From an optimization exercise on the open Yosys and OpenROAD flow, aimed at small area, a short achievable clock period and few clock cycles per item; shortcuts taken in it are not production practice. At most, simulation tests tie the RTL to the original design; equivalence was not proved.

// tiny_encryption_algorithm
module tiny_encryption_algorithm(
    input              clk,         
    input              rst_n,       
    input              key_valid,   
    input              ptxt_valid,  
    input      [63:0]  ptxt,        
    input      [127:0] key,         
    output     [63:0]  ctxt,        
    output reg         ctxt_ready   
);
Size: ~2200 cells after synthesis, about 230 flip-flops.
==> flow/config.mk <==
export PLATFORM = sky130hd
export DESIGN_NAME = tiny_encryption_algorithm
export DESIGN_NICKNAME = tiny_encryption_algorithm
export VERILOG_FILES = /design/flow/design.v
export SDC_FILE = /design/flow/constraint.sdc
export NUM_CORES = 4
export LEC_CHECK = 0
export ABC_AREA = 1
export CAP_MARGIN = 20
export CORE_MARGIN = 2
export CORE_UTILIZATION = 40
export CTS_BUF_LIST = sky130_fd_sc_hd__clkbuf_8
export CTS_CLUSTER_DIAMETER = 60
export CTS_CLUSTER_SIZE = 12
export SETUP_SLACK_MARGIN = 5
export SLEW_MARGIN = 20
==> flow/constraint.sdc <==
create_clock -name core_clock -period 9.5 [get_ports {clk}]
set_input_delay 1.9000 -clock core_clock [delete_from_list [all_inputs] [get_ports {clk}]]
set_output_delay 1.9000 -clock core_clock [all_outputs]
set_load 0.01 [all_outputs]
standard.sh (not shown) runs the stock make flow with config.mk's settings and CLKGATE_MAP_FILE= SYNTH_SCRIPT=/design/flow/synth_recipe.tcl, a recipe that flattens the netlist after the stock synthesis.
==> flow/flow/run.sh <==
#!/bin/bash
set -euo pipefail
args=()
while IFS= read -r line; do
  [[ -z "$line" || "$line" == \#* ]] && continue
  args+=("$line")
done < flow/make_vars.txt
bash standard.sh "${args[@]}" finish > standard_flow.log 2>&1
==> flow/flow/make_vars.txt <==
BUFFER_PORTS_ARGS=-buffer_cell sky130_fd_sc_hd__buf_1
CTS_ARGS=-sink_clustering_enable -repair_clock_nets -sink_clustering_size 12 -sink_clustering_max_diameter 60 -buf_list sky130_fd_sc_hd__clkbuf_8 -dont_use_dummy_load
SETUP_SLACK_MARGIN=5.5
Next try:
--- a/flow/flow/make_vars.txt
+++ b/flow/flow/make_vars.txt
@@ -3 +3 @@
-SETUP_SLACK_MARGIN=5.5
+SETUP_SLACK_MARGIN=5.8
Synthesized area stays the same.
Critical path depth fell by 4.
Hold slack gets better by 0.025 ns.
Non-clock buffer count rose by 57.
Worst setup slack gets better by 0.17 ns.
Function was not checked in any run of this note: the RTL went through the layout flow alone.

========
Setup of red:
tiny_encryption_algorithm, a different RTL version from the one above (not shown whole).
Size in the first run: roughly 2000 cells after synthesis, ~230 flip-flops, about 260 I/O pins, about 0.015 mm2 of cells after synthesis.
## tiny_encryption_algorithm
module tiny_encryption_algorithm(
    input              clk,         
    input              rst_n,       
    input              key_valid,   
    input              ptxt_valid,  
    input      [63:0]  ptxt,        
    input      [127:0] key,         
    output     [63:0]  ctxt,        
    output reg         ctxt_ready   
);
export LEC_CHECK = 0
export ABC_AREA = 1
export CAP_MARGIN = 20
export CORE_MARGIN = 2
export CORE_UTILIZATION = 40
export CTS_BUF_LIST = sky130_fd_sc_hd__clkbuf_8
export CTS_CLUSTER_DIAMETER = 60
export CTS_CLUSTER_SIZE = 12
export SETUP_SLACK_MARGIN = 5
export SLEW_MARGIN = 20
create_clock -name core_clock -period 9.5 [get_ports {clk}]
==> flow/flow/make_vars.txt <==
BUFFER_PORTS_ARGS=-buffer_cell sky130_fd_sc_hd__buf_1
CTS_ARGS=-sink_clustering_enable -repair_clock_nets -sink_clustering_size 12 -sink_clustering_max_diameter 60 -buf_list sky130_fd_sc_hd__clkbuf_8 -dont_use_dummy_load
SETUP_SLACK_MARGIN=5.8
Scripts as last shown in full above: flow/flow/run.sh
Testbench counts of red, summed over its fixed seeds: cycles 33,280, items 512.
The following lists how blue was set up differently from red:
==> flow/flow/make_vars.txt <==
BUFFER_PORTS_ARGS=-buffer_cell sky130_fd_sc_hd__buf_1
CTS_ARGS=-sink_clustering_enable -repair_clock_nets -sink_clustering_size 12 -sink_clustering_max_diameter 60 -buf_list sky130_fd_sc_hd__clkbuf_8 -dont_use_dummy_load
SETUP_SLACK_MARGIN=5.25
--- outcome ---
blue vs red — relative area change from synthesis to final layout dropped 7.0 points. Proportion of register bits with asynchronous set or reset after synthesis came out exactly the same in red and blue. blue vs red: maximum frequency from static timing analysis down by a few percent. Looking at red and blue, the cell area reported after detailed placement is a wash. Row core occupancy in the finished layout: blue lower / red higher. Of red and blue, blue shows the higher cell depth of the worst setup path, with red below it. red has higher length of routed met2 wiring than blue. Between red and blue, largest fanout on the critical path is lower for red, blue comes in above that.

========
tiny_encryption_algorithm, a different RTL version from the one above (not shown whole).
Size: about 2000 cells after synthesis, ~230 flip-flops, roughly 260 I/O pins.
clock: 9.5 ns
lec_check: 0
abc_area: 1
cap_margin: 20
core_margin: 2
core_utilization: 40
cts_buf_list: sky130_fd_sc_hd__clkbuf_8
cts_cluster_diameter: 60
cts_cluster_size: 12
setup_slack_margin: 5
slew_margin: 20
==> flow/flow/make_vars.txt <==
BUFFER_PORTS_ARGS=-buffer_cell sky130_fd_sc_hd__buf_1
CTS_ARGS=-sink_clustering_enable -repair_clock_nets -sink_clustering_size 12 -sink_clustering_max_diameter 60 -buf_list sky130_fd_sc_hd__clkbuf_8 -dont_use_dummy_load
SETUP_SLACK_MARGIN=5.25
Scripts as last shown in full above: flow/flow/run.sh
Testbench counts at the start, summed over its fixed seeds: cycles 33,280, items 512.
Next try:
==> flow/flow/make_vars.txt (replaced) <==
BUFFER_PORTS_ARGS=-buffer_cell sky130_fd_sc_hd__buf_1
CTS_ARGS=-sink_clustering_enable -repair_clock_nets -sink_clustering_size 12 -sink_clustering_max_diameter 60 -buf_list sky130_fd_sc_hd__clkbuf_8 -dont_use_dummy_load
SETUP_SLACK_MARGIN=5.8
What happened:
- cell area came out higher by a few percent
- core utilization came out higher by 2.5 points
- routed wire length came out higher by a few percent
- via count came out higher by a few percent
- global-route usage came out lower by 0.18 points
Next try:
==> flow/flow/make_vars.txt (replaced) <==
BUFFER_PORTS_ARGS=-buffer_cell sky130_fd_sc_hd__buf_1
CTS_ARGS=-sink_clustering_enable -repair_clock_nets -sink_clustering_size 16 -sink_clustering_max_diameter 70 -buf_list sky130_fd_sc_hd__clkbuf_8 -dont_use_dummy_load
SETUP_SLACK_MARGIN=5.5
Effect: The new run ran to the end with no violations; maximum frequency went down by 3.7%; worst setup slack loses 0.14 ns; area after synthesis stays the same; non-clock buffer count is lower by 64; cell area drops by about 4.4%; first-iteration DRC count decreases by 9.6%; synthesized cell count is unchanged; final cell count is lower by about 2.5%.
Next try:
==> flow/flow/make_vars.txt (replaced) <==
BUFFER_PORTS_ARGS=-buffer_cell sky130_fd_sc_hd__buf_1
CTS_ARGS=-sink_clustering_enable -repair_clock_nets -sink_clustering_size 12 -sink_clustering_max_diameter 60 -buf_list sky130_fd_sc_hd__clkbuf_8 -dont_use_dummy_load
SETUP_SLACK_MARGIN=6.0
Result: Register-to-register slack improves by 0.14 ns; worst hold slack improves by 0.0094 ns; cell area rises by 8.0%; core utilization rises by 3.7 points; wire length rises by about 4.4%; maximum frequency rises by about 4%; first-iteration DRC count rises by 14%; critical path depth falls by 2.
Next try:
==> flow/flow/make_vars.txt (replaced) <==
BUFFER_PORTS_ARGS=-buffer_cell sky130_fd_sc_hd__buf_1
CTS_ARGS=-sink_clustering_enable -repair_clock_nets -sink_clustering_size 12 -sink_clustering_max_diameter 60 -buf_list sky130_fd_sc_hd__clkbuf_8 -dont_use_dummy_load
SETUP_SLACK_MARGIN=5.5
Effect:
- The new run ran to the end with no violations
- cell count falls by 2.8%
- fmax falls by 3.5%
- die area stays the same
- routed wire length falls by 4.0%
- via count falls by 2.8%
- register-to-register slack is worse by 0.12 ns
- setup slack is worse by 0.13 ns
- count of clock-buffer cells in the layout falls by 3
- final area falls by 7.0%
- sequential share of layout area rises by 2.1 points

========
## build 50
tiny_encryption_algorithm, a different RTL version from the one above (not shown whole).
For scale: roughly 230 flip-flops, roughly 0.014 mm² of cells after synthesis.
Settings: LEC_CHECK=0, ABC_AREA=1, CAP_MARGIN=20, CORE_MARGIN=2, CORE_UTILIZATION=40, CTS_BUF_LIST=sky130_fd_sc_hd__clkbuf_8, CTS_CLUSTER_DIAMETER=70, CTS_CLUSTER_SIZE=16, SETUP_SLACK_MARGIN=5, SLEW_MARGIN=20; clock period 9.5 ns.
==> flow/flow/make_vars.txt <==
BUFFER_PORTS_ARGS=-buffer_cell sky130_fd_sc_hd__buf_1
Scripts as last shown in full above: flow/flow/run.sh
Every stage of the flow completed for build 50, and the final layout passed the timing, DRC and antenna checks.
Testbench counts of build 50, summed over its fixed seeds: cycles 33,280, items 512.
Changes in build 46 relative to build 50:
==> flow/flow/make_vars.txt <==
BUFFER_PORTS_ARGS=-buffer_cell sky130_fd_sc_hd__buf_1
CTS_ARGS=-sink_clustering_enable -repair_clock_nets -sink_clustering_size 12 -sink_clustering_max_diameter 60 -buf_list sky130_fd_sc_hd__clkbuf_8 -dont_use_dummy_load
diff --git a/flow/config.mk b/flow/config.mk
--- a/flow/config.mk
+++ b/flow/config.mk
@@ -12,4 +12,4 @@
 export CTS_BUF_LIST = sky130_fd_sc_hd__clkbuf_8
-export CTS_CLUSTER_DIAMETER = 70
-export CTS_CLUSTER_SIZE = 16
+export CTS_CLUSTER_DIAMETER = 60
+export CTS_CLUSTER_SIZE = 12
 export SETUP_SLACK_MARGIN = 5
Notes after the runs:
- Build 46 gives less data arrival time at the worst-slack endpoint than build 50 did.
- Compared with build 50, build 46 ends up with less cell area.
- Looking at build 50 and build 46, the count of multi-input combinational gates is a wash.
- As far as data required time at the worst endpoint is concerned, build 46 and build 50 perform about the same.
- Build 46 vs build 50 — number of CTS-inserted buffers rose 17%.
> inputs changed (build 46 -> build 19)
==> flow/flow/make_vars.txt <==
BUFFER_PORTS_ARGS=-buffer_cell sky130_fd_sc_hd__buf_1
diff --git a/flow/config.mk b/flow/config.mk
--- a/flow/config.mk
+++ b/flow/config.mk
@@ -14,3 +14,3 @@
 export CTS_CLUSTER_SIZE = 12
-export SETUP_SLACK_MARGIN = 5
+export SETUP_SLACK_MARGIN = 4
 export SLEW_MARGIN = 20
## What came out
Every stage of the flow completed for build 19, and the final layout passed the timing, DRC and antenna checks. On combined flip-flop and latch cell area, build 46 tracks build 19 almost exactly. Between build 46 and build 19, the number of global-route vias before repair does not differ in any meaningful way. Per the comparison of build 19 with build 46, total wire length shows a reduction of about 1.5%; routed length on met3 shows a reduction of 1.3%. Data required time at the worst endpoint ended up 20 ps higher on build 19 than on build 46. Going from build 46 to build 19, final critical path time including I/O delays and setup grows by 600 ps. Between build 46 and build 19, the worst setup slack after layout is higher for build 46. As far as post-synthesis async set-or-reset flop share goes, build 46 and build 19 are indistinguishable; the numbers are identical. Lower hold slack was reported by build 46, not build 19.
#### Input delta (build 86 over build 19)
diff --git a/flow/config.mk b/flow/config.mk
--- a/flow/config.mk
+++ b/flow/config.mk
@@ -14,3 +14,3 @@
 export CTS_CLUSTER_SIZE = 12
-export SETUP_SLACK_MARGIN = 4
+export SETUP_SLACK_MARGIN = 5
 export SLEW_MARGIN = 20
==> comparison <==
- Build 86 against build 19: area after synthesis held steady.
- Starting density of the core essentially unchanged between build 86 and build 19.
Inputs modified between build 86 and build 24:
==> flow/flow/make_vars.txt <==
BUFFER_PORTS_ARGS=-buffer_cell sky130_fd_sc_hd__buf_1
CTS_ARGS=-sink_clustering_enable -repair_clock_nets -sink_clustering_size 12 -sink_clustering_max_diameter 60 -buf_list sky130_fd_sc_hd__clkbuf_8 -dont_use_dummy_load
SETUP_SLACK_MARGIN=5.5
==> run notes <==
- There was hardly any difference in post-route worst hold slack between build 86 and build 24.
- Build 24 finished every step from synthesis to the final layout, and the layout passed the timing, DRC and antenna checks.
- Going from build 86 to build 24, area growth from synthesis to layout went up; global router's overall resource usage increased 0.42 points; post-route core utilization went up; post-route cell area higher.
The following lists how build 78 was set up differently from build 24:
==> flow/flow/make_vars.txt <==
BUFFER_PORTS_ARGS=-buffer_cell sky130_fd_sc_hd__buf_1
diff --git a/flow/config.mk b/flow/config.mk
--- a/flow/config.mk
+++ b/flow/config.mk
@@ -14,2 +14,3 @@
 export CTS_CLUSTER_SIZE = 12
+export GPL_ROUTABILITY_DRIVEN = 0
 export SETUP_SLACK_MARGIN = 5
### Flow results
Taking build 24 as 1.0, build 78 lands at 0.901 on DRC violation total after the first TritonRoute iteration. Result: PASS for each of build 24 and build 78. Taking build 24 as the reference point, the global-route usage of build 78 falls by 0.42 points.

-- re-timing with driven ports --
The flow's constraints put no driver on any port. The routed layouts listed below were extracted and timed again, unchanged, in two steps. Step 1 sets driving cells, clkbuf_16 on the clock port and buf_2 on the other inputs (assumed; they add their load-dependent delay and slew). Step 2 adds t to the input delays and takes it off the output delays; t is the mean of the earliest and latest rising clock arrival at the registers after step 1. Input paths then give back, and output paths get back, about the clock's delay inside the block. Three values: ideal, step 1, step 2; two values: the first two.
run	t (ns)	setup WS [ns]	slew at the worst register clock pin (ns)
the first run of note 1	0.657	5.748 / 5.748 / 5.277	0.08 / 0.08
the second run of note 1	0.613	5.921 / 5.933 / 5.328	0.08 / 0.08
red	0.629	5.701 / 5.701 / 5.377	0.09 / 0.09
blue	0.629	5.554 / 5.554 / 5.238	0.08 / 0.08
the first run of note 3	0.621	5.726 / 5.726 / 5.153	0.08 / 0.08
the second run of note 3	0.633	5.908 / 5.918 / 5.285	0.09 / 0.09
the third run of note 3	0.613	5.771 / 5.787 / 5.174	0.10 / 0.10
the fourth run of note 3	0.641	5.922 / 5.929 / 5.306	0.08 / 0.08
the fifth run of note 3	0.622	5.792 / 5.809 / 5.187	0.08 / 0.08
build 50	0.607	5.186 / 5.186 / 4.966	0.11 / 0.11
build 46	0.620	5.203 / 5.203 / 4.897	0.09 / 0.09
build 19	0.643	4.606 / 4.606 / 4.606	0.09 / 0.09
build 86	0.645	5.240 / 5.240 / 4.928	0.09 / 0.09
build 24	0.600	5.315 / 5.315 / 5.134	0.08 / 0.08
build 78	0.645	5.240 / 5.240 / 4.928	0.09 / 0.09
After both steps every run listed still meets setup and hold. The setup slack of the second run of note 3, which loses most, moves by +0.010 ns with the drivers and by -0.623 ns with both steps.
